Background: an optimization exercise with open tools, aiming at small area. Do not read the settings as production practice.
The RTL was checked by simulation tests, not by an equivalence proof against the original design.
Power is estimated from default activity; no workload was simulated.

<file path="flow/config.mk">
export PLATFORM = sky130hd
export DESIGN_NAME = gshare
export DESIGN_NICKNAME = gshare
export VERILOG_FILES = /design/flow/design.v
export SDC_FILE = /design/flow/constraint.sdc
export NUM_CORES = 4
export LEC_CHECK = 0
export CAP_MARGIN = 20
export CORE_MARGIN = 2
export CORE_UTILIZATION = 50
export SLEW_MARGIN = 20
export SYNTH_HIERARCHICAL = 1
</file>
<file path="flow/standard.sh">
#!/bin/bash
# synth_recipe.tcl (not shown) runs the flow's synth.tcl, then flattens the netlist and writes it again
# the make line also repeats each setting of config.mk as NAME=value (left out here)
make -C /OpenROAD-flow-scripts/flow DESIGN_CONFIG=/design/flow/config.mk WORK_HOME=/design/flow/orfs CLKGATE_MAP_FILE= SYNTH_SCRIPT=/design/flow/synth_recipe.tcl "${@:-finish}"
</file>
<file path="flow/design.v">
module gshare_inv (input a, output y);
    assign y = ~a;
endmodule
module gshare_nand2 (input a, b, output y);
    assign y = ~(a & b);
endmodule
module gshare_nand3 (input a, b, c, output y);
    assign y = ~(a & b & c);
endmodule
module gshare_nor2 (input a, b, output y);
    assign y = ~(a | b);
endmodule
module gshare_and3 (input a, b, c, output y);
    assign y = a & b & c;
endmodule
module gshare_and2 (input a, b, output y);
    assign y = a & b;
endmodule
module gshare_xor2 (input a, b, output y);
    assign y = a ^ b;
endmodule
module gshare_ao22 (input a0, b0, a1, b1, output y);
    assign y = (a0 & b0) | (a1 & b1);
endmodule
module gshare_aoi222 (input a0, b0, a1, b1, a2, b2, output y);
    assign y = ~((a0 & b0) | (a1 & b1) | (a2 & b2));
endmodule
module gshare_entry (
    input  dir, stg,
    input  row_kn, row_w,
    input  wd_dir, wd_stg,
    output dir_nx, stg_nx
);
    gshare_ao22 ud (dir, row_kn, row_w, wd_dir, dir_nx);
    gshare_ao22 us (stg, row_kn, row_w, wd_stg, stg_nx);
endmodule
module gshare_sel8 (
    input  [7:0] sel,
    input  [7:0] d,
    output q
);
    wire [3:0] n;
    gshare_aoi222 u0 (sel[0], d[0], sel[1], d[1], sel[2], d[2], n[0]);
    gshare_aoi222 u1 (sel[3], d[3], sel[4], d[4], sel[5], d[5], n[1]);
    gshare_nand2  u2 (sel[6], d[6], n[2]);
    gshare_nand2  u3 (sel[7], d[7], n[3]);
    assign q = ~&n;
endmodule
module gshare_sel16 (
    input  [15:0] sel,
    input  [15:0] d,
    output q
);
    wire [5:0] n;
    gshare_aoi222 u0 (sel[0],  d[0],  sel[1],  d[1],  sel[2],  d[2],  n[0]);
    gshare_aoi222 u1 (sel[3],  d[3],  sel[4],  d[4],  sel[5],  d[5],  n[1]);
    gshare_aoi222 u2 (sel[6],  d[6],  sel[7],  d[7],  sel[8],  d[8],  n[2]);
    gshare_aoi222 u3 (sel[9],  d[9],  sel[10], d[10], sel[11], d[11], n[3]);
    gshare_aoi222 u4 (sel[12], d[12], sel[13], d[13], sel[14], d[14], n[4]);
    gshare_nand2  u5 (sel[15], d[15], n[5]);
    assign q = ~&n;
endmodule
module gshare_dec16 (
    input  [3:0]  x,
    input         en,
    output [15:0] q
);
    wire [3:0] xn;
    wire [3:0] hn, ln;
    genvar i;
    generate
        for (i = 0; i < 4; i = i + 1) begin : b
            gshare_inv ui (x[i], xn[i]);
        end
        for (i = 0; i < 4; i = i + 1) begin : p
            gshare_nand3 uh (en, i[1] ? x[3] : xn[3], i[0] ? x[2] : xn[2], hn[i]);
            gshare_nand2 ul (i[1] ? x[1] : xn[1], i[0] ? x[0] : xn[0], ln[i]);
        end
        for (i = 0; i < 16; i = i + 1) begin : o
            gshare_nor2 uo (hn[i / 4], ln[i % 4], q[i]);
        end
    endgenerate
endmodule
module gshare_dec16w (
    input  [3:0]  x,
    input         en,
    output [15:0] q,
    output [15:0] qr,
    output [15:0] qn
);
    wire [3:0] xn;
    wire [3:0] h, l;
    genvar i;
    generate
        for (i = 0; i < 4; i = i + 1) begin : b
            gshare_inv ui (x[i], xn[i]);
        end
        for (i = 0; i < 4; i = i + 1) begin : p
            gshare_and3 uh (en, i[1] ? x[3] : xn[3], i[0] ? x[2] : xn[2], h[i]);
            gshare_nor2 ul (i[1] ? xn[1] : x[1], i[0] ? xn[0] : x[0], l[i]);
        end
        for (i = 0; i < 16; i = i + 1) begin : o
            gshare_nand2 un (h[i / 4], l[i % 4], qn[i]);
            gshare_inv   uo (qn[i], q[i]);
            gshare_inv   ur (qn[i], qr[i]);
        end
    endgenerate
endmodule
module gshare_dec8 (
    input  [2:0] x,
    output [7:0] q
);
    wire [2:0] xn;
    wire [3:0] hn;
    genvar i;
    generate
        for (i = 0; i < 3; i = i + 1) begin : b
            gshare_inv ui (x[i], xn[i]);
        end
        for (i = 0; i < 4; i = i + 1) begin : p
            gshare_nand2 uh (i[1] ? x[2] : xn[2], i[0] ? x[1] : xn[1], hn[i]);
        end
        for (i = 0; i < 8; i = i + 1) begin : o
            gshare_nor2 uo (hn[i / 2], i[0] ? xn[0] : x[0], q[i]);
        end
    endgenerate
endmodule
module gshare(
    input clk,
    input areset,
    input  predict_valid,
    input  [6:0] predict_pc,
    output predict_taken,
    output logic [6:0] predict_history,
    input train_valid,
    input train_taken,
    input train_mispredicted,
    input [6:0] train_history,
    input [6:0] train_pc
);
logic [127:0] dir;
logic [127:0] stg;
logic run;
always_ff @(posedge clk or posedge areset) begin
    if (areset)
        run <= 1'b0;
    else
        run <= 1'b1;
end
wire clr;
gshare_inv u_clr (run, clr);
genvar g;
wire [6:0] tidx, pidx;
generate
    for (g = 0; g < 7; g = g + 1) begin : ix
        gshare_xor2 ut (train_pc[g], train_history[g], tidx[g]);
        gshare_xor2 up (predict_pc[g], predict_history[g], pidx[g]);
    end
endgenerate
wire [15:0] row_p;
wire [7:0]  col_p;
gshare_dec16 dec_rp (.x(pidx[6:3]), .en(run), .q(row_p));
gshare_dec8  dec_cp (.x(pidx[2:0]), .q(col_p));
wire [7:0] p_col;
generate
    for (g = 0; g < 8; g = g + 1) begin : prd
        wire [15:0] cd;
        for (genvar r = 0; r < 16; r = r + 1) begin : rb
            assign cd[r] = dir[r*8 + g];
        end
        gshare_sel16 u (.sel(row_p), .d(cd), .q(p_col[g]));
    end
endgenerate
gshare_sel8 p_sel (.sel(col_p), .d(p_col), .q(predict_taken));
wire sel_m = train_valid & train_mispredicted;
wire sel_p = ~sel_m & predict_valid;
wire sel_h = ~sel_m & ~predict_valid;
wire [6:0] hist_nx_n, hist_nx;
generate
    for (g = 0; g < 7; g = g + 1) begin : hst
        gshare_aoi222 u (
            sel_m, (g == 0) ? train_taken : train_history[g-1],
            sel_p, (g == 0) ? predict_taken : predict_history[g-1],
            sel_h, predict_history[g],
            hist_nx_n[g]);
        gshare_inv ui (hist_nx_n[g], hist_nx[g]);
    end
endgenerate
always_ff @(posedge clk or posedge areset) begin
    if (areset)
        predict_history <= 7'b0;
    else
        predict_history <= hist_nx;
end
wire [15:0] row_w, row_r, row_wn;
wire [7:0]  col_w;
gshare_dec16w dec_rw (.x(tidx[6:3]), .en(train_valid), .q(row_w), .qr(row_r), .qn(row_wn));
gshare_dec8  dec_cw (.x(tidx[2:0]), .q(col_w));
wire [7:0] rd_dir, rd_stg;
generate
    for (g = 0; g < 8; g = g + 1) begin : rrow
        wire [15:0] cd, cs;
        for (genvar r = 0; r < 16; r = r + 1) begin : rb
            assign cd[r] = dir[r*8 + g];
            assign cs[r] = stg[r*8 + g];
        end
        gshare_sel16 ud (.sel(row_r), .d(cd), .q(rd_dir[g]));
        gshare_sel16 us (.sel(row_r), .d(cs), .q(rd_stg[g]));
    end
endgenerate
wire r_dir, r_stg;
gshare_sel8 sd (.sel(col_w), .d(rd_dir), .q(r_dir));
gshare_sel8 ss (.sel(col_w), .d(rd_stg), .q(r_stg));
wire t_dir = r_dir & run;
wire t_stg = r_stg & run;
wire n_dir = train_taken ? (t_dir | ~t_stg) : (t_dir & t_stg);
wire n_stg = ~(train_taken ^ t_dir);
wire [7:0]  col_k;
wire [7:0]  wd_dir, wd_stg;
wire [15:0] row_kn;
generate
    for (g = 0; g < 8; g = g + 1) begin : wd
        gshare_nor2 uk (col_w[g], clr, col_k[g]);
        gshare_ao22 ud (col_w[g], n_dir, col_k[g], rd_dir[g], wd_dir[g]);
        gshare_ao22 us (col_w[g], n_stg, col_k[g], rd_stg[g], wd_stg[g]);
    end
    for (g = 0; g < 16; g = g + 1) begin : rk
        gshare_and2 uk (row_wn[g], run, row_kn[g]);
    end
endgenerate
wire [127:0] dir_nx, stg_nx;
generate
    for (g = 0; g < 128; g = g + 1) begin : ent
        gshare_entry u (
            .dir(dir[g]), .stg(stg[g]),
            .row_kn(row_kn[g/8]), .row_w(row_w[g/8]),
            .wd_dir(wd_dir[g%8]), .wd_stg(wd_stg[g%8]),
            .dir_nx(dir_nx[g]), .stg_nx(stg_nx[g]));
    end
endgenerate
always_ff @(posedge clk) begin
    dir <= dir_nx;
    stg <= stg_nx;
end
endmodule
</file>
<file path="flow/constraint.sdc">
create_clock -name core_clock -period 8.0 [get_ports {clk}]
set_input_delay 1.6000 -clock core_clock [delete_from_list [all_inputs] [get_ports {clk}]]
set_output_delay 1.6000 -clock core_clock [all_outputs]
set_load 0.01 [all_outputs]
</file>
<file path="flow/flow/run.sh">
#!/bin/bash
# The standard layout (standard.sh), with two settings changed:
#  - the input and output ports are buffered with buf_1 cells;
#  - clock tree synthesis uses a clkbuf_4 root and trunk, buf_6 buffers for
#    clusters of up to 14 sinks within 60 um, and inserts no dummy loads.
# The whole make output goes to standard.log; each ORFS step also keeps its
# own log under orfs/logs/.
set -euo pipefail
bash standard.sh \
  "BUFFER_PORTS_ARGS=-buffer_cell sky130_fd_sc_hd__buf_1" \
  "CTS_ARGS=-sink_clustering_enable -repair_clock_nets -dont_use_dummy_load -root_buf sky130_fd_sc_hd__clkbuf_4 -buf_list sky130_fd_sc_hd__clkbuf_4 -sink_clustering_buffer sky130_fd_sc_hd__buf_6 -sink_clustering_size 14 -sink_clustering_max_diameter 60" \
  finish > standard.log 2>&1
</file>
==> summary.md <==
The critical path goes through buf_1 > xor2_1 > inv_1 > nand2_1 > nor2_1 > a222oi_1 > and4_1 > nand3_1 > a222oi_1 > nand4_1 > buf_1. After clock tree synthesis, the repair step resized 0 gates. The type of the worst setup path was in2out.

Via count normalized by instance count: 7.51. Setup repair after global routing left no endpoint under its margin. Routability-driven placement finished with a final weighted congestion of 0.992. For flop-to-flop paths, the worst setup slack is 4290 ps. In this run the remaining antenna-violating nets after routing total 0.

The wire length of the first global-routing pass was 55.4 mm; the path depth of the worst reg2reg path was 9. The run finished with no timing, DRC or antenna violations. In this run the cell area of the synthesized design comes to 0.0103 mm².

The run gives 0 as the count of endpoints failing hold in the final timing report. The final layout contains routed wiring with a total length of 36.7 mm. TritonCTS built the clock tree. The floorplan has 52 rows. The placed wire-length estimate after detailed placement was 24.0 mm.

Dividing the synthesized area by the synthesized cell count gives 11.2 µm². After detailed routing, the number of remaining DRC violations is 0. The xor/xnor share of the synthesized area works out to 1.28%. The highest ir drop seen on vdd is 0.131 mV, and the maximum fanout encountered on the critical timing path is 8. The max-slew violation count is 0, and the number of warning messages in the yosys log is 7. For the pin with the worst max-slew slack, the measured transition is 922 ps. After synthesis, flip-flops and latches occupy 51.7% of the total area. The count of H-tree levels built during CTS is 1. The worst setup path is launched from a primary input. The final total power is 2.19 mW, and the hold path depth is 1.

Worst endpoint required time: 6400 ps. Adding up every negative setup slack in the final design gives 0 ps. Clock tree synthesis selected as its root buffer the cell clkbuf_4.

For this run, the post-layout net count is 1010. With fillers left out, the area of the finished cells amounts to 0.0110 mm². Across the whole layout, storage elements account for 0.00533 mm². The total routing usage reported by global routing is 32.7%, and the number of DRC markers in iteration 0 is 1557. Counting the buffers created by CTS gives 24. Startpoint of the worst register-to-register path: dir[98]. Area after detailed placement: 0.0108 mm².

The startpoint of the worst setup timing path was predict_pc[4]. For the filler cell count, the log shows 1787. In this design, the stage delay of the slowest critical-path cell is 640 ps. The synthesized netlist devotes 36.1% of its cell area to compound gates. Of the total synthesized cell area, the portion taken by AND, OR, NAND and NOR gates is 8.75%. The die boundary height is 148 µm, and the number of buffers added for setup after CTS is 0. Among all stages on the critical path, the largest delay is contributed by a222oi_1. The post-route netlist has 2.55% of its cells at a drive strength greater than 1. Relative to the synthesized area, the layout overhead comes to 7.08%.

Summing all multi-input logic gate instances after layout gives 0.00476 mm². CTS saw 264 sinks. The tools report the endpoint class of the critical path as an output pin.

When the netlist entered floorplanning its net count stood at 950. The starting utilization of the core area was 50.9%; the total of hold buffers inserted after clock tree synthesis was 0. The count of cell types in the netlist came out at 16.

Synthesis inferred 264 register bits. The tools report the max-cap check violation count as 0. The area of the die was 0.0218 mm².

Class of the tightest hold or removal check: reg2reg. The final route contains 9412 vias. The number of setup violations in the final report was 0; the count of mapped cells out of synthesis was 923. For the number of buffers on the longest clock path, the log shows 3. The global-route congestion overflow total came out at 0. The post-synthesis adder-cell area fraction was 0%.

At the later pin of the worst-skew pair, clock insertion delay measures 690 ps. The via count of the first global-routing pass is 9009, and the clock-pin slew on the worst setup and hold paths is 70 ps. In this run the horizontal extent of the chip is 148 µm.

Headroom to the max-slew limit: 38.5%. The main combinational cell family by area after synthesis was compound AO/OA/AOI/OAI gates. The number of antenna violations at the first check in global routing came out at 3. For this design the static power due to leakage is 4.21 nW.

Derived from the worst setup path, the maximum achievable clock frequency is 0.171 GHz. The run gives 11 as the first-pass detailed-route iteration total. For the worst setup path, the data arrival time is 4240 ps. The post-detailed-route wirelength per cell works out to 29.3 µm. In this run the critical register-to-register path is captured at stg[113]. The tools report the final design utilization as 54.5%. In this run the power density over the cells is 198 mW/mm². Input and output buffers added on the ports amount to 34. The top cell types in the final layout, fill and taps aside, are a22o_1, dfxtp_1, a222oi_1. Leaving out fill and tap cells, the most frequent cell in the layout is a22o_1. Measured against the total synthesized area, the mux share comes to 0.146%.

Counting I/O delays and the setup requirement, the final critical path takes 5840 ps. The area of the placeable core is 0.0202 mm². The most critical setup path has its endpoint at predict_taken. For the setup skew after layout, the log shows 60.6 ps.

The ratio of final minimum period to clock period is 73.0%. For the number of top-level pins, the log shows 35. Entering global routing, the biggest net connects 24 pins.
-- Yosys cell counts --
cell type	count	area (µm²)
and2_1	17	106
nand3_1	28	140
inv_1	55	206
a222oi_1	133	1330
nor2_1	45	169
nor2b_1	1	6.26
and3_1	4	25.0
dfrtp_1	8	200
a22o_1	272	2380
nand4_1	3	18.8
mux2_4	1	15.0
and4_1	24	210
xor2_1	15	131
dfxtp_1	256	5120
nand2_1	60	225
conb_1	1	3.75
-- metrics by stage --
step	instances	hold WS [ps]	setup WS (ps)
6_report	1253	493	2160
3_3_place_gp	1227	465	2150
3_5_place_dp	1227	470	2100
4_1_cts	1251	490	2200
2_1_floorplan	923	455	3190
5_1_grt	1252	502	2010
-- report_power, final --
| group | leakage [nW] | internal, mW | switching, mW |
|---|---|---|---|
| clock | 0.141 | 0.216 | 0.430 |
| combinational | 1.91 | 0.0386 | 0.162 |
| sequential | 2.16 | 1.33 | 0.0135 |
| total | 4.21 | 1.58 | 0.605 |
-- registers in the layout, summed over array words and instances, names as in the netlist --
name and count:
run 1, dir 128, predict_history 7, stg 128
-- worst max-delay path: cells and delay by family --
family | cells | cell delay [ps]
AOI/OAI and AO/OA | 2 | 940
and+or+nand+nor | 5 | 1070
buffers and inverters | 3 | 370
xor gates and xnor gates | 1 | 250
-- final cells by class --
type                            instances  share of cell area [%]
Antenna cell                            2                  0.0454
Clock buffer                           24                    2.35
Inverter                               55                    1.87
Multi-Input combinational cell        604                    43.2
Sequential cell                       264                    48.3
Tap cell                              270                    3.06
Timing Repair Buffer                   34                    1.16
-- worst min path at each step --
stage                  start       end  slack, ps
floorplan             stg[0]    stg[0]        450
global placement    stg[101]  stg[101]        460
detailed placement   stg[90]   stg[90]        470
CTS                  stg[90]   stg[90]        490
global route         stg[62]   stg[62]        500
finish               stg[81]   stg[81]        490
-- Yosys stat by module, one instance, submodules excluded, excerpt --
module	area, µm²	flip-flops and latches	times used	cells
gshare_ao22	8.76	0	272	1
gshare_and2	6.26	0	16	1
gshare_nand2	3.75	0	58	1
gshare_inv	3.75	0	54	1
gshare_nand3	5.00	0	4	1
gshare_sel8	6.26	0	3	1
gshare_nor2	3.75	0	44	1
gshare_xor2	8.76	0	14	1
gshare_and3	6.26	0	4	1
gshare	5380	264	1	273
gshare_sel16	13.8	0	24	2
gshare_aoi222	10.0	0	133	1
-- per-layer routing --
layer  vias to the layer above  track usage (%)  part of all wire [%]
met5                         -                0                 0.057
met4                         4             11.1                   3.6
li1                       4023                -                     -
met1                      4690             44.6                    40
met2                       595             51.6                    46
met3                       100             7.16                   9.9
-- kinds of logic (layout without fill, tap and decap cells) --
family                 Yosys count  after routing
AO/OA/AOI/OAI                  405            405
flip-flops                     264            264
AND/OR/NAND/NOR                182            182
buffers and inverters           55            113
XOR/XNOR                        15             15
other                            1              3
multiplexers                     1              1

## what the ideal ports hide
No port has a modelled driver above. Below, the same layout with a new extraction and two added sets of constraints. Step 1, drivers: a clkbuf_16 drives clk and a buf_2 each remaining input, both assumed. Step 2 moves the port delays by t, midway between the first and last clock arrival at a register: inputs arrive t later, outputs are due t later. That takes back most of the time a late clock gives input paths. Slacks: no drivers / after step 1 / after step 2; pairs: no drivers / after step 1.
t (ns): 0.706
setup slack, ns: 2.162 / 2.137 / 1.902
worst setup path at the end: input to register
slew at the worst register clock pin (ns): 0.11 / 0.11
After both steps this run still meets setup and hold. For this run, drivers alone change the setup slack by -0.025 ns; drivers and shift together by -0.260 ns.
